Background: an optimization exercise with open tools, aiming at small area, a short achievable clock period and few clock cycles per item. Do not read the settings as production practice.
In this exercise RTL edits were held to simulation tests only and were not proved equivalent to the original.
Power and IR drop assume default switching activity.

[flow/run.sh]
#!/bin/bash
set -euo pipefail
export BUFFER_PORTS_ARGS="-buffer_cell sky130_fd_sc_hd__buf_2"
bash standard.sh > flow_make.log 2>&1
[standard.sh]
#!/bin/bash
# synth_recipe.tcl (not shown) runs the flow's synth.tcl, then flattens the netlist and writes it again
# the make line also repeats each setting of config.mk as NAME=value (left out here)
make -C /OpenROAD-flow-scripts/flow DESIGN_CONFIG=/design/flow/config.mk WORK_HOME=/design/flow/orfs CLKGATE_MAP_FILE= SYNTH_SCRIPT=/design/flow/synth_recipe.tcl "${@:-finish}"
[config.mk]
export PLATFORM = sky130hd
export DESIGN_NAME = CNC
export DESIGN_NICKNAME = CNC
export VERILOG_FILES = /design/flow/design.v
export SDC_FILE = /design/flow/constraint.sdc
export NUM_CORES = 4
export LEC_CHECK = 0
export CAP_MARGIN = 20
export CORE_MARGIN = 2
export CORE_UTILIZATION = 65
export SETUP_SLACK_MARGIN = 3.0
export SLEW_MARGIN = 20
export SYNTH_HIERARCHICAL = 1
export SYNTH_MINIMUM_KEEP_SIZE = 0
[constraint.sdc]
create_clock -name core_clock -period 7.5 [get_ports {clk}]
set_input_delay 1.5000 -clock core_clock [delete_from_list [all_inputs] [get_ports {clk}]]
set_output_delay 1.5000 -clock core_clock [all_outputs]
set_load 0.01 [all_outputs]
[design.v]
module CNC(
    clk,
    rst_n,
    IN_VALID,
    MODE,
    IN,
    OUT_VALID,
    OUT
    );
input           clk, rst_n, IN_VALID;
input   [ 1:0]  MODE;
input   [ 7:0]  IN;
output          OUT_VALID;
output  [16:0]  OUT;
reg        OUT_VALID;
reg [16:0] OUT;
reg p1, p2, p3, p4, p5;
reg mul, sub;
reg [4:0]  BO, BT, BN;  
reg [8:0]  X;      
reg [8:0]  S;      
reg [15:0] P;      
wire busy = p1 | p2 | p3;
wire [8:0] V = p4 ? S : {IN[7], IN};
wire [10:0] Vx = {V[8], V, 1'b0};
wire [4:0] vo, vt, vn;
genvar k;
generate for (k = 0; k < 5; k = k + 1) begin : enc
    assign vo[k] = Vx[2*k+1] ^ Vx[2*k];
    assign vt[k] = (Vx[2*k+2] & ~Vx[2*k+1] & ~Vx[2*k]) | (~Vx[2*k+2] & Vx[2*k+1] & Vx[2*k]);
    assign vn[k] = Vx[2*k+2] & ~(Vx[2*k+1] & Vx[2*k]);
end endgenerate
wire       s_keep = p3 | (p2 & !mul);
wire       s_in   = !(p2 & !mul);
wire       s_neg  = p3 & sub;
wire [8:0] s_a    = s_keep ? S : 9'd0;
wire [8:0] s_b    = s_in ? ({IN[7], IN} ^ {9{s_neg}}) : 9'd0;
wire [8:0] s_next = s_a + s_b + s_neg;
reg         g;                                   
reg         a1en;                                
wire [16:0] A1 = a1en ? OUT : 17'd0;
    wire pp0_0 = ((BO[0] & X[0])) ^ BN[0];
    wire pp0_1 = ((BO[0] & X[1]) | (BT[0] & X[0])) ^ BN[0];
    wire pp0_2 = ((BO[0] & X[2]) | (BT[0] & X[1])) ^ BN[0];
    wire pp0_3 = ((BO[0] & X[3]) | (BT[0] & X[2])) ^ BN[0];
    wire pp0_4 = ((BO[0] & X[4]) | (BT[0] & X[3])) ^ BN[0];
    wire pp0_5 = ((BO[0] & X[5]) | (BT[0] & X[4])) ^ BN[0];
    wire pp0_6 = ((BO[0] & X[6]) | (BT[0] & X[5])) ^ BN[0];
    wire pp0_7 = ((BO[0] & X[7]) | (BT[0] & X[6])) ^ BN[0];
    wire pp0_8 = ((BO[0] & X[8]) | (BT[0] & X[7])) ^ BN[0];
    wire pp0_9 = ~(((BO[0] & X[8]) | (BT[0] & X[8])) ^ BN[0]);
    wire pp1_0 = ((BO[1] & X[0])) ^ BN[1];
    wire pp1_1 = ((BO[1] & X[1]) | (BT[1] & X[0])) ^ BN[1];
    wire pp1_2 = ((BO[1] & X[2]) | (BT[1] & X[1])) ^ BN[1];
    wire pp1_3 = ((BO[1] & X[3]) | (BT[1] & X[2])) ^ BN[1];
    wire pp1_4 = ((BO[1] & X[4]) | (BT[1] & X[3])) ^ BN[1];
    wire pp1_5 = ((BO[1] & X[5]) | (BT[1] & X[4])) ^ BN[1];
    wire pp1_6 = ((BO[1] & X[6]) | (BT[1] & X[5])) ^ BN[1];
    wire pp1_7 = ((BO[1] & X[7]) | (BT[1] & X[6])) ^ BN[1];
    wire pp1_8 = ((BO[1] & X[8]) | (BT[1] & X[7])) ^ BN[1];
    wire pp1_9 = ~(((BO[1] & X[8]) | (BT[1] & X[8])) ^ BN[1]);
    wire pp2_0 = ((BO[2] & X[0])) ^ BN[2];
    wire pp2_1 = ((BO[2] & X[1]) | (BT[2] & X[0])) ^ BN[2];
    wire pp2_2 = ((BO[2] & X[2]) | (BT[2] & X[1])) ^ BN[2];
    wire pp2_3 = ((BO[2] & X[3]) | (BT[2] & X[2])) ^ BN[2];
    wire pp2_4 = ((BO[2] & X[4]) | (BT[2] & X[3])) ^ BN[2];
    wire pp2_5 = ((BO[2] & X[5]) | (BT[2] & X[4])) ^ BN[2];
    wire pp2_6 = ((BO[2] & X[6]) | (BT[2] & X[5])) ^ BN[2];
    wire pp2_7 = ((BO[2] & X[7]) | (BT[2] & X[6])) ^ BN[2];
    wire pp2_8 = ((BO[2] & X[8]) | (BT[2] & X[7])) ^ BN[2];
    wire pp2_9 = ~(((BO[2] & X[8]) | (BT[2] & X[8])) ^ BN[2]);
    wire pp3_0 = ((BO[3] & X[0])) ^ BN[3];
    wire pp3_1 = ((BO[3] & X[1]) | (BT[3] & X[0])) ^ BN[3];
    wire pp3_2 = ((BO[3] & X[2]) | (BT[3] & X[1])) ^ BN[3];
    wire pp3_3 = ((BO[3] & X[3]) | (BT[3] & X[2])) ^ BN[3];
    wire pp3_4 = ((BO[3] & X[4]) | (BT[3] & X[3])) ^ BN[3];
    wire pp3_5 = ((BO[3] & X[5]) | (BT[3] & X[4])) ^ BN[3];
    wire pp3_6 = ((BO[3] & X[6]) | (BT[3] & X[5])) ^ BN[3];
    wire pp3_7 = ((BO[3] & X[7]) | (BT[3] & X[6])) ^ BN[3];
    wire pp3_8 = ((BO[3] & X[8]) | (BT[3] & X[7])) ^ BN[3];
    wire pp3_9 = ~(((BO[3] & X[8]) | (BT[3] & X[8])) ^ BN[3]);
    wire pp4_0 = ((BO[4] & X[0])) ^ BN[4];
    wire pp4_1 = ((BO[4] & X[1]) | (BT[4] & X[0])) ^ BN[4];
    wire pp4_2 = ((BO[4] & X[2]) | (BT[4] & X[1])) ^ BN[4];
    wire pp4_3 = ((BO[4] & X[3]) | (BT[4] & X[2])) ^ BN[4];
    wire pp4_4 = ((BO[4] & X[4]) | (BT[4] & X[3])) ^ BN[4];
    wire pp4_5 = ((BO[4] & X[5]) | (BT[4] & X[4])) ^ BN[4];
    wire pp4_6 = ((BO[4] & X[6]) | (BT[4] & X[5])) ^ BN[4];
    wire pp4_7 = ((BO[4] & X[7]) | (BT[4] & X[6])) ^ BN[4];
    wire pp4_8 = ((BO[4] & X[8]) | (BT[4] & X[7])) ^ BN[4];
    wire a2_1 = g & ~P[0];
    wire a2_2 = g & ~P[1];
    wire a2_3 = g & ~P[2];
    wire a2_4 = g & ~P[3];
    wire a2_5 = g & ~P[4];
    wire a2_6 = g & ~P[5];
    wire a2_7 = g & ~P[6];
    wire a2_8 = g & ~P[7];
    wire a2_9 = g & ~P[8];
    wire a2_10 = g & ~P[9];
    wire a2_11 = g & ~P[10];
    wire a2_12 = g & ~P[11];
    wire a2_13 = g & ~P[12];
    wire a2_14 = g & ~P[13];
    wire a2_15 = g & ~P[14];
    wire a2_16 = g & ~P[15];
    wire ts0, tc0;
    CNC_ha uts0 (.a(pp0_6), .b(pp1_4), .s(ts0), .co(tc0));
    wire ts1, tc1;
    CNC_ha uts1 (.a(pp0_7), .b(pp1_5), .s(ts1), .co(tc1));
    wire ts2, ts2x, tc2;
CNC_x2 uts2a (.a(pp0_8), .b(pp1_6), .s(ts2x));
CNC_x2 uts2b (.a(ts2x), .b(pp2_4), .s(ts2));
CNC_mj utc2 (.a(pp0_8), .b(pp1_6), .c(pp2_4), .co(tc2));
    wire ts3, tc3;
    CNC_ha uts3 (.a(pp3_2), .b(pp4_0), .s(ts3), .co(tc3));
    wire ts4 = ~(pp0_9 ^ pp1_7);
    wire tc4 = pp0_9 | pp1_7;
    wire ts5, ts5x, tc5;
CNC_x2 uts5a (.a(pp2_5), .b(pp3_3), .s(ts5x));
CNC_x2 uts5b (.a(ts5x), .b(pp4_1), .s(ts5));
CNC_mj utc5 (.a(pp2_5), .b(pp3_3), .c(pp4_1), .co(tc5));
    wire ts6 = ~(pp1_8 ^ pp2_6);
    wire tc6 = pp1_8 | pp2_6;
    wire ts7, tc7;
    CNC_ha uts7 (.a(pp3_4), .b(pp4_2), .s(ts7), .co(tc7));
    wire ts8, ts8x, tc8;
CNC_x2 uts8a (.a(pp1_9), .b(pp2_7), .s(ts8x));
CNC_x2 uts8b (.a(ts8x), .b(pp3_5), .s(ts8));
CNC_mj utc8 (.a(pp1_9), .b(pp2_7), .c(pp3_5), .co(tc8));
    wire ts9 = ~pp2_8;
    wire tc9 = pp2_8;
    wire ts10, tc10;
    CNC_ha uts10 (.a(pp0_2), .b(pp1_0), .s(ts10), .co(tc10));
    wire ts11, tc11;
    CNC_ha uts11 (.a(pp0_3), .b(pp1_1), .s(ts11), .co(tc11));
    wire ts12, tc12;
CNC_fa uts12 (.a(pp0_4), .b(pp1_2), .c(pp2_0), .s(ts12), .co(tc12));
    wire ts13, tc13;
    CNC_ha uts13 (.a(BN[2]), .b(A1[4]), .s(ts13), .co(tc13));
    wire ts14, tc14;
CNC_fa uts14 (.a(pp0_5), .b(pp1_3), .c(pp2_1), .s(ts14), .co(tc14));
    wire ts15, tc15;
    CNC_ha uts15 (.a(A1[5]), .b(a2_5), .s(ts15), .co(tc15));
    wire ts16, tc16;
CNC_fa uts16 (.a(pp2_2), .b(pp3_0), .c(BN[3]), .s(ts16), .co(tc16));
    wire ts17, ts17x, tc17;
CNC_x2 uts17a (.a(A1[6]), .b(a2_6), .s(ts17x));
CNC_x2 uts17b (.a(ts17x), .b(ts0), .s(ts17));
CNC_mj utc17 (.a(A1[6]), .b(a2_6), .c(ts0), .co(tc17));
    wire ts18, tc18;
CNC_fa uts18 (.a(pp2_3), .b(pp3_1), .c(A1[7]), .s(ts18), .co(tc18));
    wire ts19, ts19x, tc19;
CNC_x2 uts19a (.a(a2_7), .b(tc0), .s(ts19x));
CNC_x2 uts19b (.a(ts19x), .b(ts1), .s(ts19));
CNC_mj utc19 (.a(a2_7), .b(tc0), .c(ts1), .co(tc19));
    wire ts20, tc20;
CNC_fa uts20 (.a(BN[4]), .b(A1[8]), .c(a2_8), .s(ts20), .co(tc20));
    wire ts21, ts21x, tc21;
CNC_x2 uts21a (.a(tc1), .b(ts3), .s(ts21x));
CNC_x2 uts21b (.a(ts21x), .b(ts2), .s(ts21));
CNC_mj utc21 (.a(tc1), .b(ts3), .c(ts2), .co(tc21));
    wire ts22, tc22;
CNC_fa uts22 (.a(A1[9]), .b(a2_9), .c(tc3), .s(ts22), .co(tc22));
    wire ts23, ts23x, tc23;
CNC_x2 uts23a (.a(tc2), .b(ts4), .s(ts23x));
CNC_x2 uts23b (.a(ts23x), .b(ts5), .s(ts23));
CNC_mj utc23 (.a(tc2), .b(ts4), .c(ts5), .co(tc23));
    wire ts24, ts24x, tc24;
CNC_x2 uts24a (.a(A1[10]), .b(a2_10), .s(ts24x));
CNC_x2 uts24b (.a(ts24x), .b(ts7), .s(ts24));
CNC_mj utc24 (.a(A1[10]), .b(a2_10), .c(ts7), .co(tc24));
    wire ts25, ts25x, tc25;
CNC_x2 uts25a (.a(tc4), .b(tc5), .s(ts25x));
CNC_x2 uts25b (.a(ts25x), .b(ts6), .s(ts25));
CNC_mj utc25 (.a(tc4), .b(tc5), .c(ts6), .co(tc25));
    wire ts26, tc26;
CNC_fa uts26 (.a(pp4_3), .b(A1[11]), .c(a2_11), .s(ts26), .co(tc26));
    wire ts27, tc27;
CNC_fa uts27 (.a(tc7), .b(tc6), .c(ts8), .s(ts27), .co(tc27));
    wire ts28, tc28;
CNC_fa uts28 (.a(pp3_6), .b(pp4_4), .c(A1[12]), .s(ts28), .co(tc28));
    wire ts29, ts29x, tc29;
CNC_x2 uts29a (.a(a2_12), .b(ts9), .s(ts29x));
CNC_x2 uts29b (.a(ts29x), .b(tc8), .s(ts29));
CNC_mj utc29 (.a(a2_12), .b(ts9), .c(tc8), .co(tc29));
    wire ts30, tc30;
CNC_fa uts30 (.a(pp2_9), .b(pp3_7), .c(pp4_5), .s(ts30), .co(tc30));
    wire ts31, tc31;
CNC_fa uts31 (.a(A1[13]), .b(a2_13), .c(tc9), .s(ts31), .co(tc31));
    wire ts32 = ~(pp3_8 ^ pp4_6);
    wire tc32 = pp3_8 | pp4_6;
    wire ts33, tc33;
    CNC_ha uts33 (.a(A1[14]), .b(a2_14), .s(ts33), .co(tc33));
    wire ts34, tc34;
CNC_fa uts34 (.a(pp3_9), .b(pp4_7), .c(A1[15]), .s(ts34), .co(tc34));
    wire ts35 = ~pp4_8;
    wire tc35 = pp4_8;
    wire ts36, tc36;
    CNC_ha uts36 (.a(pp0_1), .b(A1[1]), .s(ts36), .co(tc36));
    wire ts37, tc37;
CNC_fa uts37 (.a(BN[1]), .b(A1[2]), .c(a2_2), .s(ts37), .co(tc37));
    wire ts38, tc38;
CNC_fa uts38 (.a(A1[3]), .b(a2_3), .c(tc10), .s(ts38), .co(tc38));
    wire ts39, tc39;
CNC_fa uts39 (.a(a2_4), .b(tc11), .c(ts13), .s(ts39), .co(tc39));
    wire ts40, tc40;
CNC_fa uts40 (.a(tc13), .b(ts15), .c(tc12), .s(ts40), .co(tc40));
    wire ts41, tc41;
CNC_fa uts41 (.a(tc15), .b(tc14), .c(ts16), .s(ts41), .co(tc41));
    wire ts42, ts42x, tc42;
CNC_x2 uts42a (.a(tc16), .b(ts18), .s(ts42x));
CNC_x2 uts42b (.a(ts42x), .b(tc17), .s(ts42));
CNC_mj utc42 (.a(tc16), .b(ts18), .c(tc17), .co(tc42));
    wire ts43, ts43x, tc43;
CNC_x2 uts43a (.a(tc18), .b(ts20), .s(ts43x));
CNC_x2 uts43b (.a(ts43x), .b(tc19), .s(ts43));
CNC_mj utc43 (.a(tc18), .b(ts20), .c(tc19), .co(tc43));
    wire ts44, ts44x, tc44;
CNC_x2 uts44a (.a(tc20), .b(ts22), .s(ts44x));
CNC_x2 uts44b (.a(ts44x), .b(tc21), .s(ts44));
CNC_mj utc44 (.a(tc20), .b(ts22), .c(tc21), .co(tc44));
    wire ts45, ts45x, tc45;
CNC_x2 uts45a (.a(tc22), .b(ts24), .s(ts45x));
CNC_x2 uts45b (.a(ts45x), .b(tc23), .s(ts45));
CNC_mj utc45 (.a(tc22), .b(ts24), .c(tc23), .co(tc45));
    wire ts46, ts46x, tc46;
CNC_x2 uts46a (.a(ts26), .b(tc24), .s(ts46x));
CNC_x2 uts46b (.a(ts46x), .b(tc25), .s(ts46));
CNC_mj utc46 (.a(ts26), .b(tc24), .c(tc25), .co(tc46));
    wire ts47, ts47x, tc47;
CNC_x2 uts47a (.a(tc26), .b(ts28), .s(ts47x));
CNC_x2 uts47b (.a(ts47x), .b(ts29), .s(ts47));
CNC_mj utc47 (.a(tc26), .b(ts28), .c(ts29), .co(tc47));
    wire ts48, ts48x, tc48;
CNC_x2 uts48a (.a(tc28), .b(ts30), .s(ts48x));
CNC_x2 uts48b (.a(ts48x), .b(ts31), .s(ts48));
CNC_mj utc48 (.a(tc28), .b(ts30), .c(ts31), .co(tc48));
    wire ts49, tc49;
CNC_fa uts49 (.a(ts33), .b(tc30), .c(ts32), .s(ts49), .co(tc49));
    wire ts50, tc50;
CNC_fa uts50 (.a(a2_15), .b(tc33), .c(tc32), .s(ts50), .co(tc50));
    wire ts51, tc51;
CNC_fa uts51 (.a(A1[16]), .b(a2_16), .c(ts35), .s(ts51), .co(tc51));
    wire ts52, tc52;
    CNC_ha uts52 (.a(pp0_0), .b(BN[0]), .s(ts52), .co(tc52));
    wire ts53, tc53;
CNC_fa uts53 (.a(a2_1), .b(g), .c(ts36), .s(ts53), .co(tc53));
    wire ts54, tc54;
CNC_fa uts54 (.a(tc36), .b(ts10), .c(ts37), .s(ts54), .co(tc54));
    wire ts55, tc55;
CNC_fa uts55 (.a(ts11), .b(tc37), .c(ts38), .s(ts55), .co(tc55));
    wire ts56, tc56;
CNC_fa uts56 (.a(ts12), .b(tc38), .c(ts39), .s(ts56), .co(tc56));
    wire ts57, tc57;
CNC_fa uts57 (.a(ts14), .b(tc39), .c(ts40), .s(ts57), .co(tc57));
    wire ts58, ts58x, tc58;
CNC_x2 uts58a (.a(ts17), .b(tc40), .s(ts58x));
CNC_x2 uts58b (.a(ts58x), .b(ts41), .s(ts58));
CNC_mj utc58 (.a(ts17), .b(tc40), .c(ts41), .co(tc58));
    wire ts59, ts59x, tc59;
CNC_x2 uts59a (.a(ts19), .b(tc41), .s(ts59x));
CNC_x2 uts59b (.a(ts59x), .b(ts42), .s(ts59));
CNC_mj utc59 (.a(ts19), .b(tc41), .c(ts42), .co(tc59));
    wire ts60, ts60x, tc60;
CNC_x2 uts60a (.a(ts21), .b(tc42), .s(ts60x));
CNC_x2 uts60b (.a(ts60x), .b(ts43), .s(ts60));
CNC_mj utc60 (.a(ts21), .b(tc42), .c(ts43), .co(tc60));
    wire ts61, ts61x, tc61;
CNC_x2 uts61a (.a(ts23), .b(tc43), .s(ts61x));
CNC_x2 uts61b (.a(ts61x), .b(ts44), .s(ts61));
CNC_mj utc61 (.a(ts23), .b(tc43), .c(ts44), .co(tc61));
    wire ts62, ts62x, tc62;
CNC_x2 uts62a (.a(ts25), .b(tc44), .s(ts62x));
CNC_x2 uts62b (.a(ts62x), .b(ts45), .s(ts62));
CNC_mj utc62 (.a(ts25), .b(tc44), .c(ts45), .co(tc62));
    wire ts63, ts63x, tc63;
CNC_x2 uts63a (.a(ts27), .b(tc45), .s(ts63x));
CNC_x2 uts63b (.a(ts63x), .b(ts46), .s(ts63));
CNC_mj utc63 (.a(ts27), .b(tc45), .c(ts46), .co(tc63));
    wire ts64, ts64x, tc64;
CNC_x2 uts64a (.a(tc27), .b(tc46), .s(ts64x));
CNC_x2 uts64b (.a(ts64x), .b(ts47), .s(ts64));
CNC_mj utc64 (.a(tc27), .b(tc46), .c(ts47), .co(tc64));
    wire ts65, ts65x, tc65;
CNC_x2 uts65a (.a(tc29), .b(ts48), .s(ts65x));
CNC_x2 uts65b (.a(ts65x), .b(tc47), .s(ts65));
CNC_mj utc65 (.a(tc29), .b(ts48), .c(tc47), .co(tc65));
    wire ts66, tc66;
CNC_fa uts66 (.a(tc31), .b(ts49), .c(tc48), .s(ts66), .co(tc66));
    wire ts67, tc67;
CNC_fa uts67 (.a(ts34), .b(ts50), .c(tc49), .s(ts67), .co(tc67));
    wire ts68, tc68;
CNC_fa uts68 (.a(tc34), .b(ts51), .c(tc50), .s(ts68), .co(tc68));
    wire [16:0] R0 = {ts68, ts67, ts66, tc64, tc63, tc62, tc61, tc60, tc59, tc58, tc57, tc56, tc55, tc54, tc53, tc52, A1[0]};
    wire [16:0] R1 = {tc67, tc66, tc65, ts65, ts64, ts63, ts62, ts61, ts60, ts59, ts58, ts57, ts56, ts55, ts54, ts53, ts52};
    wire [16:0] M = R0 + R1;
always @(posedge clk) begin
    OUT <= M;
    g    <= p4 & mul;
    a1en <= p3 | (p4 & mul) | ((p1 | p2) & !mul);
    P[15:9] <= OUT[15:9];
    P[8:0]  <= p3 ? X + OUT[8:0] : OUT[8:0];
    BO  <= vo;
    BT  <= vt;
    BN  <= vn;
    S   <= s_next;
    if (!rst_n)          X <= 9'h001;
    else if (p1)         X <= mul ? 9'h001 : 9'h000;
    else if (p2)         X <= mul ? OUT[8:0] : (sub ? 9'h1ff : 9'h001);
    else if (p3)         X <= mul ? -OUT[8:0] : 9'h000;
    else if (p4)         X <= mul ? P[8:0] : 9'h001;
    else                 X <= 9'h001;
end
always @(posedge clk) begin
    if (!(busy | p4 | p5)) begin
        mul <= MODE[1];
        sub <= MODE[0];
    end
end
always @(posedge clk) begin
    if (!rst_n) begin
        p1 <= 1'b0; p2 <= 1'b0; p3 <= 1'b0; p4 <= 1'b0; p5 <= 1'b0;
        OUT_VALID <= 1'b0;
    end else begin
        p1 <= IN_VALID & !busy;
        p2 <= p1;
        p3 <= p2;
        p4 <= p3;
        p5 <= p4;
        OUT_VALID <= p4 | p5;
    end
end
endmodule
module CNC_fa(a, b, c, s, co);
input a, b, c;
output s, co;
assign s = a ^ b ^ c;
assign co = (a & b) | (a & c) | (b & c);
endmodule
module CNC_x2(a, b, s);
input a, b;
output s;
assign s = a ^ b;
endmodule
module CNC_mj(a, b, c, co);
input a, b, c;
output co;
assign co = (a & b) | (a & c) | (b & c);
endmodule
module CNC_ha(a, b, s, co);
input a, b;
output s, co;
assign s = a ^ b;
assign co = a & b;
endmodule
==> reports/results.tsv, run 1 <==
metric	value	unit
ctsHoldBuffers	0	
setup_viol	0	
ys_top_cells_by_count	77 x xor2_1, 73 x dfxtp_1, 63 x xnor2_1, 50 x ha_1, 41 x nand2_1	
timing.final.crit_share	52.5	%
clock-sinks	75	
rsz0062_at_grt	false	
first_pass_iters	5	
tns	0	ns
first_global_vias	5142	
synth_edf_count	2	
hold_start	OUT[11]$_DFF_P_	
drive_gt1_share	13.1	%
hold_slack	0.367	ns
coreArea	9820	um2
synth_top_area_share	22.2	%
leakage	2.92	nW
whs_path_depth	0	
antenna_cells	0	
crit_arrival	4.21	ns
wl_met3	850	um
min_period	3.94	ns
fp.dieH	105	um
pin_count	31	
wl_met1	6.48	mm
clock_skew	0.0103	ns
grt_usage	29.6	%
r2r_start	X[1]$_SDFF_PP0_	
worstSetupStartpointType	register	
numCtsBuffers	9	
grt_first_pass_wirelength	25.9	mm
postCtsSetupBuffers	0	
viasPerCell	5.99	
rows	36	
ys_warn_count	7	
regArea	1520	um2
synth-async-reset-ratio	0	%
fillers	788	
fin_util	70.6	%
peakVddDrop	0.255	mV
power_density	391	nW/um2
syn-instance-count	712	
fp.dieW	105	um
max_stage_delay	0.64	ns
grt_overflow_total	0	
reg2reg_slack	3.56	ns
clockBufferDepth	2	
cts-root-buf	clkbuf_8	
cp_data_required_time	7.77	ns
crit_type	register to register	
ys_seq_area_share	23.1	%
netlist.top_cell.by_area	dfxtp_1	
tritoncts	done	
cts.clk_slew.worst_paths	0.10	ns
post-place-ws	3.60	ns
maxSlewViolCount	0	
achievable-frequency	254	MHz
synth-seq-cells	75	
antenna_found_initial	0	
route.detailed.drc	0	
areaGrowthSynthToFinish	5.26	%
r2r_cells	11	
wirelength	15.5	mm
start_util	67.1	%
cpMaxStageDelayCell	dfxtp_1	
layout.nets	810	
yosysMostFrequentCell	xor2_1	
vias	5109	
cp_cell_sequence	a22oi_1 > xnor2_1 > fa_1 > fa_1 > maj3_2 > ha_1 > a21oi_1 > nand2_1 > o21ai_1 > o31ai_2 > xnor2_1	
avgSynthCellArea	9.25	um2
synth.area.top_cells	dfxtp_1 22%, xor2_1 10%, fa_1 9.7%	
whs_endpoint	P[11]$_DFF_P_	
endpoint_kind	register	
min_path_type	register to register	
io_buffers	30	
worst_slew_pin_slew	0.960	ns
r2r-end	OUT[16]$_DFF_P_	
hpwlAfterDp	12.2	mm
die_area	11000	um2
synth_nets	807	
syn_area	6590	um2
worstPathMaxFanout	11	
synthFlopType	dfxtp_1	
cts_max_level	3	
place_congestion	0.949	
wire_per_inst	18.2	um
first_iter_violations	266	
grt_start_max_net_pins	24	
wl_met2	7.54	mm
clock_latency	0.38	ns
outcome	timing/DRC/antenna clean	
hold_violations	0	
fin_ws	3.56	ns
relSlewSlack	35.9	%
cts_resized	0	
dr.max_layer_used	met4	
ant_nets	0	
multi_input_area	4790	um2
max_cap_violations	0	
ys_types	61	
## through the flow
| stage | instances | power [mW] | cell area, um2 |
|---|---|---|---|
| global placement | 837 | 2.38 | 6740 |
| floorplan | 712 | 1.97 | 6590 |
| finish | 853 | 2.71 | 6930 |
| global route | 853 | 2.94 | 6930 |
| CTS | 853 | 2.72 | 6930 |
| detailed placement | 837 | 2.39 | 6740 |
## sequential cells by signal, summed over array words and instances, names as in the netlist, 4 cells and up
register	count
X	9
BT	4
BO	5
BN	5
OUT	17
P	16
S	9
## how the worst max path moves through the flow
stage	start	endpoint	slack [ns]	cells after the start
floorplan	X[8]$_SDFF_PP0_	OUT[16]$_DFF_P_	3.93	15
global placement	X[3]$_SDFF_PP0_	OUT[11]$_DFF_P_	3.57	11
detailed placement	X[3]$_SDFF_PP0_	OUT[11]$_DFF_P_	3.60	11
CTS	X[3]$_SDFF_PP0_	OUT[11]$_DFF_P_	3.58	11
global route	X[3]$_SDFF_PP0_	OUT[11]$_DFF_P_	3.34	11
finish	X[1]$_SDFF_PP0_	OUT[16]$_DFF_P_	3.56	11
## per-layer routing
layer / vias to the layer above / global-route usage, %
li1: 2463 / -
met1: 2443 / 37.4
met2: 164 / 49.3
met3: 39 / 4.55
met4: 0 / 14.8
met5: - / 0
## Yosys stat by module, one instance, submodules excluded
module | flip-flops and latches | area, um2
CNC | 75 | 5170
CNC_ha | 0 | 12.5
CNC_mj | 0 | 11.3
CNC_x2 | 0 | 8.76
CNC_fa | 0 | 20.0
## power by group
| group | leakage, nW | internal [mW] | switching (mW) |
|---|---|---|---|
| registers | 0.630 | 0.531 | 0.167 |
| clock network | 0.0955 | 0.129 | 0.188 |
| logic | 2.20 | 0.726 | 0.973 |
## worst max-delay path: cells and delay by family (launching register included)
family / cells / cell delay [ns]
adder cells (fa/ha/maj): 4 / 1.80
AND/OR/NAND/NOR: 1 / 0.13
XOR/XNOR: 2 / 0.31
AO/OA/AOI/OAI: 4 / 0.97
flip-flops: 1 / 0.64
## logic make-up (layout without fill, tap and decap cells)
family	count (synthesis)	after routing	share of synthesized area, %
DFF	75	75	23.1
muxes	14	14	2.26
xor gates and xnor gates	140	140	18.6
AOI/OAI and AO/OA	141	141	15.2
buffers and inverters	69	77	4.25
and+or+nand+nor	166	166	13.1
adders and majority gates	107	107	23.5
## area by class of cell
type / count / area share (%)
multi-input cells: 568 / 69.0
flip-flops and latches: 75 / 21.9
well taps: 133 / 2.40
repair buffers: 30 / 2.17
clock buffers: 9 / 1.79
inverters: 31 / 1.68
clock inverters: 7 / 1.01
## layout by cell type (no fill, tap or decap), types with 2 or more instances in the layout
cell type,n
dfxtp_1,73
a21oi_1,26
xor2_1,77
inv_6,3
nand2b_1,6
clkbuf_8,9
edfxtp_1,2
maj3_2,25
nand3_1,5
o211ai_1,5
o41ai_2,2
o22ai_1,2
a211oi_1,4
mux2i_1,10
a221oi_1,8
a22oi_1,32
o21a_1,4
o21ai_1,9
buf_2,30
xnor2_1,63
a31oi_1,2
a21o_1,3
o31ai_2,2
nand2_1,41
o2bb2ai_1,2
and2_1,23
fa_1,32
nor2b_1,27
inv_1,31
ha_1,50
a211oi_2,3
nor3_1,14
o21ai_0,24
mux2_2,3
nor2_1,35
nand4_1,3
nor4_2,2
Testbench counts, summed over its fixed seeds: cycles 7,208, items 1,200.
==> run 2: changes to the inputs <==
--- a/config.mk
+++ b/config.mk
@@ -9,5 +9,5 @@
 export CORE_MARGIN = 2
 export CORE_UTILIZATION = 65
-export SETUP_SLACK_MARGIN = 3.0
+export SETUP_SLACK_MARGIN = 4.2
 export SLEW_MARGIN = 20
 export SYNTH_HIERARCHICAL = 1
==> reports/results.tsv, run 2 <==
metric	value	unit
min_path_type	register to register	
areaGrowthSynthToFinish	20.3	%
fp.dieW	105	um
crit_family	adder cells	
drive_gt1_share	31.2	%
tritoncts	done	
r2r-end	OUT[15]$_DFF_P_	
ys_warn_count	7	
timing.final.crit_share	47.4	%
clock-sinks	75	
power	3.77	mW
post-place-ws	3.70	ns
synth_edf_count	2	
cp_data_required_time	7.82	ns
vias	5534	
cpMaxStageDelayCell	dfxtp_4	
cp_cell_sequence	clkbuf_4 > a22oi_1 > xor2_1 > ha_1 > inv_1 > maj3_2 > buf_4 > xor2_1 > maj3_2 > ha_4 > nand4_1 > or3_4 > o211ai_2 > xor2_1	
finish.instance_area	7930	um2
max_cap_violations	0	
reg2reg_slack	3.95	ns
rsz0062_at_grt	true	
numCtsBuffers	9	
relSlewSlack	55.6	%
syn-instance-count	712	
grt_usage	31.9	%
wire_per_inst	20.0	um
synth-seq-cells	75	
min_period	3.55	ns
worst_slew_pin_slew	0.665	ns
endpoint_kind	register	
outcome	timing/DRC/antenna clean	
ys_seq_area_share	23.1	%
final_common_cell	xor2_1	
power_density	476	nW/um2
viasPerCell	6.18	
synth_nets	807	
cpMostUsedCell	xor2_1	
first_pass_iters	5	
coreArea	9820	um2
tns	0	ns
cts-root-buf	clkbuf_8	
leakage	3.27	nW
maxSlewViolCount	0	
die_area	11000	um2
r2r_cells	14	
place_congestion	0.945	
fp.dieH	105	um
crit_cells	14	
hpwlAfterDp	12.5	mm
r2r_start	X[6]$_SDFF_PP0_	
cts_max_level	3	
grt_overflow_total	0	
layout.nets	853	
ant_nets	0	
path_buf_inv	3	
antenna_cells	0	
route.detailed.drc	0	
max_stage_delay	0.38	ns
fillers	622	
fin_util	80.7	%
hold_start	OUT[13]$_DFF_P_	
wirelength	17.9	mm
regArea	1600	um2
avgSynthCellArea	9.25	um2
cts.clk_slew.worst_paths	0.08	ns
regMostFlops	OUT	
antenna_found_initial	0	
whs_path_depth	0	
synth_top_area_share	22.2	%
worstPathMaxFanout	7	
largest_register_ff_count	17	
crit_type	register to register	
first_iter_violations	383	
netlist.top_cell.by_area	dfxtp_1	
crit_arrival	3.87	ns
worstSetupStartpointType	register	
dpl_cell_area	6800	um2
syn_area	6590	um2
synth-async-reset-ratio	0	%
clockBufferDepth	2	
achievable-frequency	281	MHz
clock_latency	0.39	ns
io_buffers	30	
synth.area.top_cells	dfxtp_1 22%, xor2_1 10%, fa_1 9.7%	
clock_skew	0.0117	ns
first_global_vias	5444	
hold_violations	0	
fin_ws	3.95	ns
reg.largest.list	OUT (17), P (16)	
synthFlopType	dfxtp_1	
setup_viol	0	
rows	36	
grt_first_pass_wirelength	27.4	mm
grt_start_max_net_pins	24	
pin_count	31	
peakVddDrop	0.427	mV
start_util	67.1	%
ys_top_cells_by_count	77 x xor2_1, 73 x dfxtp_1, 63 x xnor2_1, 50 x ha_1, 41 x nand2_1	
mostFrequentLayoutCells	73 x xor2_1, 56 x xnor2_1, 47 x dfxtp_1	
whs_endpoint	P[13]$_DFF_P_	
ys_types	61	
multi_input_area	5350	um2
yosysMostFrequentCell	xor2_1	
==> run 2: metrics by stage <==
stage | hold WS (ns) | std cells
2_1_floorplan | 0.389 | 712
3_3_place_gp | 0.381 | 837
3_5_place_dp | 0.384 | 837
4_1_cts | 0.397 | 880
5_1_grt | 0.398 | 896
6_report | 0.390 | 896
==> run 2: cells by family after synthesis <==
group	after synthesis	share of synthesized area, %
buffers and inverters	69	4.25
DFF	75	23.1
xor gates and xnor gates	140	18.6
and+or+nand+nor	166	13.1
adders and majority gates	107	23.5
muxes	14	2.26
AOI/OAI and AO/OA	141	15.2
==> run 2: how the worst max path moves through the flow <==
stage                 endpoint  slack (ns)            start
6_report       OUT[15]$_DFF_P_        3.95  X[6]$_SDFF_PP0_
5_1_grt        OUT[15]$_DFF_P_        3.86  X[6]$_SDFF_PP0_
4_1_cts        OUT[15]$_DFF_P_        4.11    BO[1]$_DFF_P_
3_5_place_dp   OUT[15]$_DFF_P_        3.70    BN[1]$_DFF_P_
3_3_place_gp   OUT[15]$_DFF_P_        3.72    BN[0]$_DFF_P_
2_1_floorplan  OUT[15]$_DFF_P_        4.17  X[6]$_SDFF_PP0_
==> run 2: worst register-to-register path, stage by stage, from the launching register on <==
cell      delay, ns
dfxtp_4        0.38
clkbuf_4       0.18
a22oi_1        0.22
xor2_1         0.10
ha_1           0.30
inv_1          0.07
maj3_2         0.32
buf_4          0.14
xor2_1         0.19
maj3_2         0.36
ha_4           0.33
nand4_1        0.20
or3_4          0.38
o211ai_2       0.16
xor2_1         0.16
==> run 2: power by group <==
group / total (mW) / leakage, nW / internal (mW) / switching, mW
clock: 0.332 / 0.102 / 0.156 / 0.176
sequential: 0.697 / 0.642 / 0.531 / 0.166
combinational: 2.74 / 2.53 / 1.29 / 1.45
total: 3.77 / 3.27 / 1.98 / 1.79
==> run 2: timing repair <==
| item | 4_1_cts | 5_1_grt |
|---|---|---|
| setup buffers | 27 | 16 |
| gates resized for setup | 106 | 43 |
| hold buffers | 0 | 0 |
| setup endpoints to repair | 12 | 12 |
| pin swaps | 41 | 56 |
==> run 2: cell type report <==
cell class,instances,share of cell area [%]
sequential,75,20.2
multi-input combinational,568,67.5
tap,133,2.10
clock inverter,7,0.963
timing repair buffer,73,6.20
inverter,31,1.47
clock buffer,9,1.56
==> run 2: layer usage <==
layer,vias to the layer above,share of wire [%],global-route usage (%)
met5,-,0,0
met4,0,4.4,13.1
met3,74,6.1,6.61
met2,226,50,56.4
met1,2692,40,37.5
li1,2542,-,-
==> run 2: modules after synthesis (local to each module, per instance) <==
module,cells inside,flip-flops and latches
CNC_x2,1,0
CNC_ha,1,0
CNC_fa,1,0
CNC,598,75
CNC_mj,1,0
==> run 3: changes to the inputs <==
--- a/config.mk
+++ b/config.mk
@@ -9,5 +9,5 @@
 export CORE_MARGIN = 2
 export CORE_UTILIZATION = 65
-export SETUP_SLACK_MARGIN = 4.2
+export SETUP_SLACK_MARGIN = 4.6
 export SLEW_MARGIN = 20
 export SYNTH_HIERARCHICAL = 1
==> reports/results.tsv, run 3 <==
metric	value	unit
outcome	timing/DRC/antenna clean	
cpMostUsedCell	xor2_1	
cp_cell_sequence	a22oi_2 > xnor2_2 > xor2_1 > xor2_1 > maj3_2 > maj3_2 > xor2_2 > xor2_1 > ha_4 > a21oi_4 > o211a_1 > o21a_1 > o31ai_2 > xor2_1	
wirelength	21.1	mm
peakVddDrop	0.308	mV
syn-instance-count	712	
ys_top_cells_by_count	77 x xor2_1, 73 x dfxtp_1, 63 x xnor2_1, 50 x ha_1, 41 x nand2_1	
pin_count	31	
avgSynthCellArea	9.25	um2
rows	36	
wire_per_inst	23.5	um
hold_violations	0	
io_buffers	30	
antenna_found_initial	0	
cts-root-buf	clkbuf_8	
dp.cells	837	
antenna_cells	0	
cts_max_level	3	
rsz0062_at_grt	true	
synth-seq-cells	75	
worstPathMaxFanout	6	
clock-sinks	75	
relSlewSlack	56.7	%
grt_start_max_net_pins	24	
tns	0	ns
synth-async-reset-ratio	0	%
achievable-frequency	273	MHz
ctsHoldBuffers	0	
place_congestion	0.965	
viasPerCell	6.54	
die_area	11000	um2
ant_nets	0	
clock_skew	0.0136	ns
drive_gt1_share	35.7	%
crit_type	register to register	
synth_top_area_share	22.2	%
worst_slew_pin_slew	0.648	ns
layout.nets	858	
clock_latency	0.38	ns
areaGrowthSynthToFinish	23.3	%
ys_types	61	
clockBufferDepth	2	
grt_usage	33.1	%
route.detailed.drc	0	
cp-startpoint	BO[2]$_DFF_P_	
netlist.top_cell.by_area	dfxtp_1	
power	3.79	mW
fin_util	82.7	%
first_iter_violations	498	
synthFlopType	dfxtp_1	
synth_nets	807	
timing.final.crit_share	48.9	%
final_common_cell	xor2_1	
numCtsBuffers	9	
leakage	3.34	nW
crit_arrival	3.93	ns
power_density	466	nW/um2
yosysMostFrequentCell	xor2_1	
r2r_start	BO[2]$_DFF_P_	
max_cap_violations	0	
hold_slack	0.381	ns
first_pass_iters	6	
synth_edf_count	2	
regMostFlops	OUT	
reg.largest.list	OUT (17), P (16)	
ys_warn_count	7	
grt_overflow_total	0	
max_stage_delay	0.39	ns
fillers	557	
first_global_vias	5484	
cp_data_required_time	7.76	ns
ys_seq_area_share	23.1	%
setup_viol	0	
endpoint_kind	register	
fp.dieW	105	um
mostFrequentLayoutCells	68 x xor2_1, 49 x xnor2_1, 46 x dfxtp_1	
vias	5894	
start_util	67.1	%
largest_register_ff_count	17	
min_period	3.67	ns
cpMaxStageDelayCell	dfxtp_4	
worstSetupStartpointType	register	
final_cells	901	
syn_area	6590	um2
maxSlewViolCount	0	
min_path_type	register to register	
cts.clk_slew.worst_paths	0.10	ns
hpwlAfterDp	12.6	mm
grt_first_pass_wirelength	28.4	mm
hold_start	OUT[10]$_DFF_P_	
fp.dieH	105	um
synth.area.top_cells	dfxtp_1 22%, xor2_1 10%, fa_1 9.7%	
coreArea	9820	um2
tritoncts	done	
==> run 3: cell count changes in the layout (fill, tap and decap cells not counted), sizes merged <==
cell | before | now
buf | 72 | 78
clkbuf | 10 | 9
clkinv | 3 | 1
clkinvlp | 1 | 2
inv | 33 | 34
==> run 3: critical path: cells and delay by family (launching register included) <==
kind	cells	cell delay [ns]
AO/OA/AOI/OAI	5	0.92
XOR/XNOR	6	1.26
adder cells (fa/ha/maj)	3	0.97
flip-flops	1	0.39
==> run 3: final timing paths <==
check,endpoint,slack [ns],cells past startpoint
setup / recovery,OUT[14]$_DFF_P_,3.83,14
hold / removal,P[10]$_DFF_P_,0.38,0
setup reg to reg,OUT[14]$_DFF_P_,3.83,14
hold reg to reg,P[10]$_DFF_P_,0.38,0
==> run 3: logic make-up after synthesis <==
logic type,share of synthesized area (%)
multiplexers,2.26
adder cells (fa/ha/maj),23.5
AO/OA/AOI/OAI,15.2
AND/OR/NAND/NOR,13.1
buffers and inverters,4.25
flip-flops,23.1
XOR/XNOR,18.6
==> run 3: final cells by class <==
| class | instances | area (um2) | area share (%) |
|---|---|---|---|
| Multi-Input combinational cell | 568 | 5510 | 67.8 |
| Tap cell | 133 | 166 | 2.05 |
| Clock buffer | 9 | 124 | 1.53 |
| Sequential cell | 75 | 1600 | 19.7 |
| Inverter | 31 | 116 | 1.43 |
| Timing Repair Buffer | 78 | 519 | 6.39 |
| Clock inverter | 7 | 82.6 | 1.02 |
==> run 3: what timing repair did <==
item	4_1_cts	5_1_grt
endpoints found under the setup margin	18	16
gates cloned	0	0
setup buffers	23	25
pin swaps	28	56
gates resized for setup	85	50
==> run 3: metrics by stage <==
step,cell area (um2),worst slack [ns]
2_1_floorplan,7020,4.26
3_3_place_gp,7010,3.68
3_5_place_dp,7010,3.65
4_1_cts,7700,4.12
5_1_grt,8120,3.78
6_report,8120,3.83
==> run 3: metal layers <==
metal / vias to the layer above / GRT usage, % / part of all wire, %
li1: 2552 / - / -
met1: 2864 / 40.1 / 36
met2: 359 / 59.1 / 50
met3: 119 / 3.43 / 7.6
met4: 0 / 15.1 / 6.1
met5: - / 0 / 0
==> run 3: where the power goes <==
group	leakage (nW)	total (mW)	internal (mW)	switching [mW]
logic	2.60	2.73	1.27	1.46
registers	0.643	0.708	0.532	0.177
clock network	0.0984	0.351	0.159	0.192
==> run 3: modules after synthesis (local to each module, per instance) <==
module  copies in the design  cells inside  flip-flops and latches
CNC                        1           598                      75
CNC_fa                    28             1                       0
CNC_ha                    11             1                       0
CNC_mj                    25             1                       0
CNC_x2                    50             1                       0
==> run 4: changes to the inputs <==
--- a/config.mk
+++ b/config.mk
@@ -6,8 +6,9 @@
 export NUM_CORES = 4
 export LEC_CHECK = 0
+export ABC_AREA = 1
 export CAP_MARGIN = 20
 export CORE_MARGIN = 2
 export CORE_UTILIZATION = 65
-export SETUP_SLACK_MARGIN = 4.6
+export SETUP_SLACK_MARGIN = 3.8
 export SLEW_MARGIN = 20
 export SYNTH_HIERARCHICAL = 1
==> reports/results.tsv, run 4 <==
metric	value	unit
maxSlewViolCount	0	
drive_gt1_share	8.96	%
layout.nets	1340	
tns	0	ns
numCtsBuffers	9	
coreArea	11500	um2
rsz0062_at_grt	true	
syn_area	7690	um2
crit_arrival	3.73	ns
vias	7255	
ys_types	37	
fin_util	72.3	%
final_common_cell	nand2_1	
dpl_cell_area	7920	um2
clock_skew	0.00810	ns
endpoint_kind	register	
wire_per_inst	13.9	um
final_cells	1393	
place_congestion	0.957	
max_cap_violations	0	
cp_data_required_time	7.74	ns
cts_max_level	3	
antenna_cells	0	
reg.largest.list	OUT (17), P (16)	
power	2.75	mW
timing.final.crit_share	46.5	%
synth_nets	1315	
clock_latency	0.34	ns
min_period	3.49	ns
largest_register_ff_count	17	
viasPerCell	5.21	
fin_ws	4.01	ns
ctsHoldBuffers	0	
cpMostUsedCell	nand2_1	
ant_nets	0	
netlist.top_cell.by_area	nand2_1	
start_util	67.1	%
synth.area.top_cells	nand2_1 22%, dfxtp_1 19%, inv_1 13%	
whs_path_depth	0	
areaGrowthSynthToFinish	7.71	%
tritoncts	done	
grt_first_pass_wirelength	32.0	mm
ys_top_cells_by_count	448 x nand2_1, 259 x inv_1, 73 x dfxtp_1, 61 x xor2_1, 51 x nor2_1	
setup_viol	0	
grt_start_max_net_pins	21	
yosysMostFrequentCell	nand2_1	
wirelength	19.3	mm
fp.dieW	113	um
worstSetupStartpointType	register	
clockBufferDepth	2	
cpMaxStageDelayCell	dfxtp_1	
route.detailed.drc	0	
grt_usage	31.6	%
ys_seq_area_share	19.8	%
grt_overflow_total	0	
outcome	timing/DRC/antenna clean	
peakVddDrop	0.342	mV
max_stage_delay	0.40	ns
mostFrequentLayoutCells	448 x nand2_1, 256 x inv_1, 68 x dfxtp_1	
fp.dieH	113	um
die_area	12700	um2
synth_edf_count	2	
relSlewSlack	46.4	%
regMostFlops	OUT	
post-place-ws	4.01	ns
synth_top_area_share	21.9	%
pin_count	31	
rows	39	
clock-sinks	75	
achievable-frequency	287	MHz
finish.instance_area	8290	um2
syn-instance-count	1220	
first_pass_iters	5	
dp.cells	1377	
avgSynthCellArea	6.31	um2
hpwlAfterDp	15.2	mm
synthFlopType	dfxtp_1	
hold_violations	0	
io_buffers	30	
min_path_type	register to register	
cts-root-buf	clkbuf_16	
crit_type	register to register	
synth-seq-cells	75	
first_iter_violations	514	
worst_slew_pin_slew	0.803	ns
leakage	4.87	nW
fillers	1013	
synth-async-reset-ratio	0	%
power_density	332	nW/um2
cts.clk_slew.worst_paths	0.06	ns
antenna_found_initial	0	
worstPathMaxFanout	8	
hold_slack	0.377	ns
first_global_vias	6617	
r2r_cells	25	
ys_warn_count	7	
-- run 4: report_power, final --
group / switching, mW / internal (mW) / leakage, nW
sequential: 0.163 / 0.525 / 0.630
combinational: 1.01 / 0.595 / 4.09
clock: 0.187 / 0.271 / 0.154
total: 1.36 / 1.39 / 4.87
-- run 4: per-layer routing --
metal,track usage (%),wire length [um]
met5,0,0
met4,9.51,536
met3,7.18,1420
met2,51.6,8600
met1,41.9,8750
-- run 4: what timing repair did --
action                     4_1_cts  5_1_grt
setup endpoints to repair        0        5
resized for setup                0       16
buffers inserted                 0        0
-- run 4: layout make-up --
| class | instances | area, um2 | area share [%] |
|---|---|---|---|
| Clock buffer | 10 | 239 | 2.88 |
| Multi-Input combinational cell | 864 | 5120 | 61.8 |
| Tap cell | 143 | 179 | 2.16 |
| Clock inverter | 6 | 71.3 | 0.861 |
| Inverter | 265 | 997 | 12.0 |
| Timing Repair Buffer | 30 | 150 | 1.81 |
| Sequential cell | 75 | 1530 | 18.4 |
-- run 4: kinds of logic after synthesis --
family	synth area share, %
AND/OR/NAND/NOR	33.9
adder cells (fa/ha/maj)	16.5
AO/OA/AOI/OAI	8.07
buffers and inverters	14.2
flip-flops	19.8
XOR/XNOR	7.51
-- run 4: worst paths after layout --
| kind | slack, ns | from | endpoint |
|---|---|---|---|
| min | 0.38 | OUT[15]$_DFF_P_ | P[15]$_DFF_P_ |
| min reg2reg | 0.38 | OUT[15]$_DFF_P_ | P[15]$_DFF_P_ |
| max reg2reg | 4.01 | BO[3]$_DFF_P_ | OUT[13]$_DFF_P_ |
| max | 4.01 | BO[3]$_DFF_P_ | OUT[13]$_DFF_P_ |
-- run 4: worst max-delay path: cells and delay by family, from the launching register on --
| family | cells | cell delay, ns |
|---|---|---|
| AO/OA/AOI/OAI | 1 | 0.23 |
| buffers and inverters | 4 | 0.31 |
| adder cells (fa/ha/maj) | 1 | 0.40 |
| AND/OR/NAND/NOR | 18 | 1.73 |
| flip-flops | 1 | 0.40 |
| XOR/XNOR | 1 | 0.31 |
-- run 4: per-module statistics from Yosys (local to each module, per instance) --
module / cell area [um2] / cells inside / flops+latches / copies in the design
CNC_fa: 20.0 / 1 / 0 / 28
CNC_ha: 12.5 / 1 / 0 / 11
CNC_x2: 18.8 / 5 / 0 / 50
CNC: 5520 / 831 / 75 / 1
CNC_mj: 21.3 / 4 / 0 / 25
==> run 5: changes to the inputs <==
--- a/config.mk
+++ b/config.mk
@@ -6,8 +6,7 @@
 export NUM_CORES = 4
 export LEC_CHECK = 0
-export ABC_AREA = 1
 export CAP_MARGIN = 20
 export CORE_MARGIN = 2
-export CORE_UTILIZATION = 65
+export CORE_UTILIZATION = 75
 export SETUP_SLACK_MARGIN = 3.8
 export SLEW_MARGIN = 20
==> reports/results.tsv, run 5 <==
metric	value	unit
outcome	timing/DRC/antenna clean	
cts_max_level	3	
switching_share	49.2	%
min_path_type	register to register	
fp.dieH	97.7	um
yosysMostFrequentCell	xor2_1	
busiest_layer	met2	
largest_register_ff_count	17	
synth-compound-area-share	15.2	%
tns	0	ns
syn_area	6590	um2
rows	34	
endpoint_kind	register	
rsz0062_at_grt	true	
synthXorXnorAreaFrac	18.6	%
ant_nets	0	
clock_skew	0.0154	ns
synth_top_area_share	22.2	%
r2r_start	X[6]$_SDFF_PP0_	
relSlewSlack	36.9	%
cpMaxStageDelayCell	dfxtp_4	
maxSlewViolCount	0	
netlist.top_cell.by_area	dfxtp_1	
timing.final.crit_share	48.1	%
mostFrequentLayoutCells	77 x xor2_1, 63 x xnor2_1, 49 x dfxtp_1	
syn-instance-count	712	
antenna_cells	0	
hold_violations	0	
reg.largest.list	OUT (17), P (16)	
grt_overflow_total	0	
synth_top_family_by_area	adder cells	
vias	5185	
areaGrowthSynthToFinish	5.91	%
first_pass_iters	5	
cp_data_required_time	7.76	ns
fp.dieW	97.7	um
first_global_vias	5418	
layout.nets	811	
power	2.79	mW
grt_start_max_net_pins	24	
power_frac_seq	25.0	%
synth-seq-cells	75	
cp-startpoint	X[6]$_SDFF_PP0_	
wire_per_inst	19.0	um
leakage	2.93	nW
synthAdderAreaFrac	23.5	%
dpl_cell_area	6710	um2
die_area	9550	um2
setup_viol	0	
power_density	400	nW/um2
place_congestion	0.928	
synth.area.top_cells	dfxtp_1 22%, xor2_1 10%, fa_1 9.7%	
wirelength	15.7	mm
synth-simple-area-share	13.1	%
regMostFlops	OUT	
cpMostUsedCell	maj3_2	
ys_seq_area_share	23.1	%
pwr-share-clk	11.0	%
ys_types	61	
synth_edf_count	2	
cp_cell_sequence	a22oi_1 > xnor2_1 > buf_4 > maj3_2 > maj3_2 > maj3_2 > xor2_1 > xor2_1 > ha_2 > a21oi_2 > o21ai_1 > a41oi_2 > o31ai_2 > xnor2_1	
synth-async-reset-ratio	0	%
met1_usage	43.0	%
start_util	76.3	%
power.switching	1.37	mW
grt_first_pass_wirelength	26.3	mm
worstSetupStartpointType	register	
cts.clk_slew.worst_paths	0.09	ns
crit_arrival	3.87	ns
ys_warn_count	7	
crit_type	register to register	
grt_use_met3	5.11	%
final_common_cell	xor2_1	
hpwlAfterDp	12.2	mm
pin_count	31	
worst_slew_pin_slew	0.945	ns
globalRouteMet2Util	58.9	%
finish.instance_area	6980	um2
drive_gt1_share	17.9	%
antenna_found_initial	0	
final_cells	829	
clock-sinks	75	
avgSynthCellArea	9.25	um2
ctsHoldBuffers	0	
clockBufferDepth	2	
worstPathMaxFanout	10	
tritoncts	done	
synthFlopType	dfxtp_1	
cts-root-buf	clkbuf_8	
max_stage_delay	0.39	ns
fin_util	80.8	%
grt_usage	34.1	%
peakVddDrop	0.263	mV
clock_latency	0.37	ns
synth_nets	807	
io_buffers	30	
first_iter_violations	315	
dp.cells	812	
hold_start	OUT[9]$_DFF_P_	
reg2reg_slack	3.89	ns
min_period	3.61	ns
ys_top_cells_by_count	77 x xor2_1, 73 x dfxtp_1, 63 x xnor2_1, 50 x ha_1, 41 x nand2_1	
route.detailed.drc	0	
power_frac_comb	63.9	%
synth_mux_area_share	2.26	%
max_cap_violations	0	
internal_power	1.42	mW
coreArea	8640	um2
achievable-frequency	277	MHz
viasPerCell	6.25	
numCtsBuffers	9	
==> run 5: changes by cell type in the layout (fill, tap and decap cells not counted), sizes merged, moves of 13 or more <==
cell,previous run,this run
xor2,61,77
a22oi,0,32
o22ai,34,2
maj3,0,25
and2,3,23
inv,268,36
nor2b,0,28
nand2,458,42
a21oi,39,26
nand3,70,5
xnor2,5,63
nor3,2,15
nor2,56,36
==> run 5: timing repair <==
item | in CTS | in global routing
pin swaps | 0 | 1
setup buffers | 0 | 1
gates resized for setup | 19 | 22
endpoints found under the setup margin | 9 | 10
endpoints found under the hold margin | 0 | 0
==> run 5: stage by stage <==
step | setup slack (ns) | hold WS [ns]
floorplan | 3.93 | 0.389
global placement | 3.56 | 0.359
detailed placement | 3.53 | 0.362
CTS | 3.82 | 0.374
global route | 3.73 | 0.386
finish | 3.89 | 0.376
==> run 5: logic make-up after synthesis <==
kind of cell | Yosys count
and+or+nand+nor | 166
DFF | 75
adders and majority gates | 107
muxes | 14
AOI/OAI and AO/OA | 141
xor gates and xnor gates | 140
buffers and inverters | 69
==> run 5: path summary, 6_finish.rpt <==
path	end	cells past startpoint
worst max-delay path	OUT[16]$_DFF_P_	14
worst min-delay path	P[9]$_DFF_P_	0
worst max register to register	OUT[16]$_DFF_P_	14
worst min register to register	P[9]$_DFF_P_	0
==> run 5: power by group through the flow <==
stage | clock network [mW] | registers, mW | logic, mW
6_report | 0.308 | 0.698 | 1.78
5_1_grt | 0.323 | 0.709 | 1.96
4_1_cts | 0.310 | 0.697 | 1.72
3_5_place_dp | 0 | 0.704 | 1.69
3_3_place_gp | 0 | 0.700 | 1.65
2_1_floorplan | 0 | 0.627 | 1.35
==> run 5: cell type report <==
class                   instances  area, um2
clock inverters                 7       56.3
inverters                      31        116
repair buffers                 31        158
fillers                       585       1660
clock buffers                   9        124
flip-flops and latches         75       1560
well taps                     108        135
multi-input cells             568       4820
==> run 5: Yosys stat by module, one instance, submodules excluded <==
module,flops+latches,cell area [um2]
CNC,75,5170
CNC_fa,0,20.0
CNC_ha,0,12.5
CNC_x2,0,8.76
CNC_mj,0,11.3
==> run 5: per-layer routing <==
layer,part of all wire (%),vias to the layer above
met5,0,-
met4,3.1,0
met3,5.2,45
met2,50,190
met1,41,2493
li1,-,2457
==> run 5: critical path, delay by kind of cell (launching register included) <==
| kind | cells | cell delay (ns) |
|---|---|---|
| fa+ha+maj | 4 | 1.35 |
| compound gates | 5 | 0.95 |
| xor+xnor | 4 | 0.66 |
| flops | 1 | 0.39 |
| buf+inv | 1 | 0.16 |
==> run 6: changes to the inputs <==
--- a/config.mk
+++ b/config.mk
@@ -8,5 +8,5 @@
 export CAP_MARGIN = 20
 export CORE_MARGIN = 2
-export CORE_UTILIZATION = 75
+export CORE_UTILIZATION = 65
 export SETUP_SLACK_MARGIN = 3.8
 export SLEW_MARGIN = 20
==> reports/results.tsv, run 6 <==
metric	value	unit
crit_type	register to register	
coreArea	9820	um2
synth-async-reset-ratio	0	%
grt_usage	29.6	%
final_common_cell	xor2_1	
cts.clk_slew.worst_paths	0.10	ns
cpMostUsedCell	fa_1	
die_area	11000	um2
fin_ws	3.92	ns
wire_per_inst	18.2	um
avgSynthCellArea	9.25	um2
antenna_found_initial	0	
viasPerCell	5.97	
finish.instance_area	7030	um2
io_buffers	30	
worst_slew_pin_slew	0.895	ns
netlist.top_cell.by_area	dfxtp_1	
fp.dieH	105	um
first_global_vias	5143	
reg.largest.list	OUT (17), P (16)	
areaGrowthSynthToFinish	6.69	%
tns	0	ns
dpl_cell_area	6740	um2
min_period	3.58	ns
grt_first_pass_wirelength	25.9	mm
outcome	timing/DRC/antenna clean	
cp_data_required_time	7.78	ns
peakVddDrop	0.269	mV
clock_latency	0.37	ns
crit_arrival	3.86	ns
synthFlopType	dfxtp_1	
fp.dieW	105	um
min_path_type	register to register	
cts-root-buf	clkbuf_8	
synthXorXnorAreaFrac	18.6	%
power_density	396	nW/um2
relSlewSlack	40.2	%
ys_warn_count	7	
achievable-frequency	279	MHz
grt_start_max_net_pins	24	
place_congestion	0.949	
mostFrequentLayoutCells	77 x xor2_1, 63 x xnor2_1, 48 x dfxtp_1, 48 x ha_1, 41 x nand2_1	
drive_gt1_share	18.2	%
worstPathMaxFanout	10	
synth_top_family_by_area	adder cells	
cpMaxStageDelayCell	fa_1	
cp_cell_sequence	a22oi_1 > xnor2_1 > fa_1 > fa_1 > fa_1 > ha_1 > nand2_1 > o21ai_2 > a41oi_2 > o21ai_1 > xor2_1	
cts_max_level	3	
post-place-ws	3.60	ns
synth-simple-area-share	13.1	%
ys_seq_area_share	23.1	%
start_util	67.1	%
ctsHoldBuffers	0	
pin_count	31	
synth-seq-cells	75	
syn-instance-count	712	
synth_mux_area_share	2.26	%
wirelength	15.5	mm
power	2.78	mW
max_cap_violations	0	
vias	5090	
synthAdderAreaFrac	23.5	%
leakage	2.93	nW
synth-compound-area-share	15.2	%
regMostFlops	OUT	
first_iter_violations	279	
worstSetupStartpointType	register	
tritoncts	done	
route.detailed.drc	0	
timing.final.crit_share	47.7	%
synth_edf_count	2	
largest_register_ff_count	17	
clock_skew	0.00857	ns
numCtsBuffers	9	
endpoint_kind	register	
hpwlAfterDp	12.2	mm
yosysMostFrequentCell	xor2_1	
synth_top_area_share	22.2	%
layout.nets	810	
hold_slack	0.372	ns
ys_types	61	
clockBufferDepth	2	
maxSlewViolCount	0	
ant_nets	0	
synth.area.top_cells	dfxtp_1 22%, xor2_1 10%, fa_1 9.7%	
synth_nets	807	
hold_violations	0	
rows	36	
clock-sinks	75	
grt_overflow_total	0	
syn_area	6590	um2
antenna_cells	0	
setup_viol	0	
rsz0062_at_grt	true	
first_pass_iters	5	
max_stage_delay	0.51	ns
ys_top_cells_by_count	77 x xor2_1, 73 x dfxtp_1, 63 x xnor2_1, 50 x ha_1, 41 x nand2_1	
[run 6: area by class of cell]
| class | count | area (um2) |
|---|---|---|
| flip-flops and latches | 75 | 1570 |
| inverters | 31 | 116 |
| repair buffers | 30 | 150 |
| clock inverters | 7 | 70.1 |
| well taps | 133 | 166 |
| clock buffers | 9 | 124 |
| fillers | 781 | 2790 |
| multi-input cells | 568 | 4830 |
[run 6: metrics by stage]
step | util, % | cells
finish | 71.6 | 853
global route | 71.6 | 853
CTS | 70.9 | 853
detailed placement | 68.6 | 837
global placement | 68.6 | 837
floorplan | - | 712
[run 6: timing repair]
action / in CTS / in global routing
gates resized for setup: 20 / 26
pin swaps: 0 / 3
setup endpoints to repair: 8 / 10
buffers inserted: 0 / 0
[run 6: critical path: cells and delay by family, from the launching register on]
kind | cells | cell delay (ns)
AOI/OAI and AO/OA | 4 | 0.81
xor gates and xnor gates | 2 | 0.38
adders and majority gates | 4 | 1.74
DFF | 1 | 0.40
and+or+nand+nor | 1 | 0.13
[run 6: final timing paths]
path / startpoint / end / slack [ns] / cells after the start
worst max-delay path: X[3]$_SDFF_PP0_ / OUT[11]$_DFF_P_ / 3.92 / 11
worst min-delay path: OUT[11]$_DFF_P_ / P[11]$_DFF_P_ / 0.37 / 0
worst max register to register: X[3]$_SDFF_PP0_ / OUT[11]$_DFF_P_ / 3.92 / 11
worst min register to register: OUT[11]$_DFF_P_ / P[11]$_DFF_P_ / 0.37 / 0
[run 6: logic make-up after synthesis]
logic type,count (synthesis)
adder cells (fa/ha/maj),107
XOR/XNOR,140
buffers and inverters,69
AND/OR/NAND/NOR,166
flip-flops,75
AO/OA/AOI/OAI,141
multiplexers,14
[run 6: report_power, final]
| group | internal [mW] | switching [mW] |
|---|---|---|
| Combinational | 0.756 | 1.01 |
| Clock | 0.129 | 0.188 |
| Sequential | 0.532 | 0.168 |
[run 6: per-layer routing]
layer,GRT usage [%],vias to the layer above,wire (um)
met3,4.62,38,701
met4,14.5,0,580
met2,49.4,139,7620
met1,37.3,2456,6620
met5,0,-,0
li1,-,2457,-
[run 6: per-module statistics from Yosys, one instance, submodules excluded]
module,cells inside,times used,area [um2],flops+latches
CNC_fa,1,28,20.0,0
CNC_mj,1,25,11.3,0
CNC_x2,1,50,8.76,0
CNC_ha,1,11,12.5,0
CNC,598,1,5170,75
==> run 7: changes to the inputs <==
--- a/config.mk
+++ b/config.mk
@@ -9,4 +9,5 @@
 export CORE_MARGIN = 2
 export CORE_UTILIZATION = 65
+export CTS_BUF_LIST = sky130_fd_sc_hd__clkbuf_8
 export SETUP_SLACK_MARGIN = 3.8
 export SLEW_MARGIN = 20
==> reports/results.tsv, run 7 <==
metric	value	unit
relSlewSlack	40.2	%
clock_latency	0.37	ns
cp_data_required_time	7.78	ns
postCtsSetupBuffers	0	
endpoint_kind	register	
min_path_type	register to register	
rows	36	
outcome	timing/DRC/antenna clean	
worstPathMaxFanout	10	
synth_top_area_share	22.2	%
layout.nets	810	
fillers	781	
maxSlewViolCount	0	
whs_endpoint	P[11]$_DFF_P_	
io_buffers	30	
r2r-end	OUT[11]$_DFF_P_	
viasPerCell	5.97	
grt_overflow_total	0	
cp_cell_sequence	a22oi_1 > xnor2_1 > fa_1 > fa_1 > fa_1 > ha_1 > nand2_1 > o21ai_2 > a41oi_2 > o21ai_1 > xor2_1	
reg.largest.list	OUT (17), P (16)	
achievable-frequency	279	MHz
route.detailed.drc	0	
hold_slack	0.372	ns
reg2reg_slack	3.92	ns
peakVddDrop	0.269	mV
place_congestion	0.949	
synth-seq-cells	75	
regMostFlops	OUT	
antenna_cells	0	
mostFrequentLayoutCells	77 x xor2_1, 63 x xnor2_1, 48 x dfxtp_1, 48 x ha_1, 41 x nand2_1	
synth_nets	807	
synth_edf_count	2	
coreArea	9820	um2
ys_warn_count	7	
cts-root-buf	clkbuf_8	
worstSetupStartpointType	register	
dp.cells	837	
r2r_cells	11	
fp.dieH	105	um
clockBufferDepth	2	
grt_usage	29.6	%
cts.clk_slew.worst_paths	0.10	ns
first_iter_violations	279	
clock-sinks	75	
r2r_start	X[3]$_SDFF_PP0_	
hold_start	OUT[11]$_DFF_P_	
wire_per_inst	18.2	um
whs_path_depth	0	
max_cap_violations	0	
avgSynthCellArea	9.25	um2
yosysMostFrequentCell	xor2_1	
drive_gt1_share	18.2	%
areaGrowthSynthToFinish	6.69	%
ant_nets	0	
die_area	11000	um2
min_period	3.58	ns
crit_type	register to register	
syn-instance-count	712	
ys_types	61	
tritoncts	done	
max_stage_delay	0.51	ns
setup_viol	0	
ys_seq_area_share	23.1	%
synthFlopType	dfxtp_1	
syn_area	6590	um2
hold_violations	0	
netlist.top_cell.by_area	dfxtp_1	
largest_register_ff_count	17	
final_common_cell	xor2_1	
cp-startpoint	X[3]$_SDFF_PP0_	
power_density	396	nW/um2
rsz0062_at_grt	true	
cts_max_level	3	
synth.area.top_cells	dfxtp_1 22%, xor2_1 10%, fa_1 9.7%	
cpMaxStageDelayCell	fa_1	
timing.final.crit_share	47.7	%
tns	0	ns
antenna_found_initial	0	
synth-async-reset-ratio	0	%
crit_arrival	3.86	ns
fp.dieW	105	um
hpwlAfterDp	12.2	mm
worst_slew_pin_slew	0.895	ns
grt_first_pass_wirelength	25.9	mm
pin_count	31	
first_global_vias	5143	
final_cells	853	
grt_start_max_net_pins	24	
clock_skew	0.00857	ns
numCtsBuffers	9	
start_util	67.1	%
cpMostUsedCell	fa_1	
vias	5090	
wirelength	15.5	mm
ys_top_cells_by_count	77 x xor2_1, 73 x dfxtp_1, 63 x xnor2_1, 50 x ha_1, 41 x nand2_1	
first_pass_iters	5	
leakage	2.93	nW
-- run 7: worst max-delay path by stage --
stage	depth (start not counted)	end	slack, ns
floorplan	15	OUT[16]$_DFF_P_	3.93
global placement	11	OUT[11]$_DFF_P_	3.57
detailed placement	11	OUT[11]$_DFF_P_	3.60
CTS	11	OUT[11]$_DFF_P_	3.77
global route	11	OUT[11]$_DFF_P_	3.74
finish	11	OUT[11]$_DFF_P_	3.92
-- run 7: repair_timing --
item	in CTS	in global routing
hold buffers	0	0
pin swaps	0	3
endpoints found under the hold margin	0	0
setup endpoints to repair	8	10
gates resized for setup	20	26
-- run 7: kinds of logic (layout without fill, tap and decap cells) --
kind of cell | after synthesis | in the layout | synth area share, %
AND/OR/NAND/NOR | 166 | 166 | 13.1
AO/OA/AOI/OAI | 141 | 141 | 15.2
XOR/XNOR | 140 | 140 | 18.6
adder cells (fa/ha/maj) | 107 | 107 | 23.5
flip-flops | 75 | 75 | 23.1
buffers and inverters | 69 | 77 | 4.25
multiplexers | 14 | 14 | 2.26
-- run 7: per-stage QoR --
step                      util (%)  setup WS (ns)  total power [mW]  area [um2]
after floorplan                  -           3.93              1.97        6590
after global placement        68.6           3.57              2.38        6740
after detailed placement      68.6           3.60              2.39        6740
after CTS                     70.9           3.77              2.73        6960
after global routing          71.6           3.74              3.01        7030
final                         71.6           3.92              2.78        7030
-- run 7: report_power, final --
| group | switching (mW) | leakage [nW] | internal (mW) |
|---|---|---|---|
| Sequential | 0.168 | 0.639 | 0.532 |
| Clock | 0.188 | 0.0955 | 0.129 |
| Combinational | 1.01 | 2.20 | 0.756 |
-- run 7: worst max-delay path: cells and delay by family (launching register included) --
kind | cells | cell delay [ns]
fa+ha+maj | 4 | 1.74
flops | 1 | 0.40
simple gates | 1 | 0.13
xor+xnor | 2 | 0.38
compound gates | 4 | 0.81
-- run 7: modules after synthesis, one instance, submodules excluded --
module,cells,flops+latches,times used,cell area (um2)
CNC_fa,1,0,28,20.0
CNC_ha,1,0,11,12.5
CNC,598,75,1,5170
CNC_x2,1,0,50,8.76
CNC_mj,1,0,25,11.3
-- run 7: layout make-up --
cell class,instances,area (um2),share of cell area [%]
sequential,75,1570,22.4
inverter,31,116,1.66
timing repair buffer,30,150,2.14
multi-input combinational,568,4830,68.7
clock buffer,9,124,1.76
clock inverter,7,70.1,0.997
tap,133,166,2.37
-- run 7: routing by layer --
metal | track usage (%) | vias to the layer above | wire length, um
li1 | - | 2457 | -
met1 | 37.3 | 2456 | 6620
met2 | 49.4 | 139 | 7620
met3 | 4.62 | 38 | 701
met4 | 14.5 | 0 | 580
met5 | 0 | - | 0

port drivers added, routing unchanged:
The flow's constraints put no driver on any port. The routed layouts listed below were extracted and timed again, unchanged, in two steps. Step 1 assumes that a clkbuf_16 drives the clock port and a buf_2 every other input. Step 2, shift: input delay + t, output delay - t, t = (earliest + latest rising clock arrival at the registers) / 2. This alone moves slack from input paths to output paths. Slacks: ideal ports / drivers / drivers and shift; pairs: ideal ports / drivers.
| run | shift t [ns] | setup slack, ns |
|---|---|---|
| run 1 | 0.406 | 3.559 / 3.559 / 3.559 |
| run 2 | 0.425 | 3.945 / 3.945 / 3.945 |
| run 3 | 0.412 | 3.831 / 3.831 / 3.831 |
| run 4 | 0.382 | 4.011 / 4.011 / 4.011 |
| run 5 | 0.397 | 3.893 / 3.893 / 3.893 |
| run 6 | 0.403 | 3.922 / 3.922 / 3.922 |
| run 7 | 0.403 | 3.922 / 3.922 / 3.922 |
After both steps setup and hold are still met in every run listed.
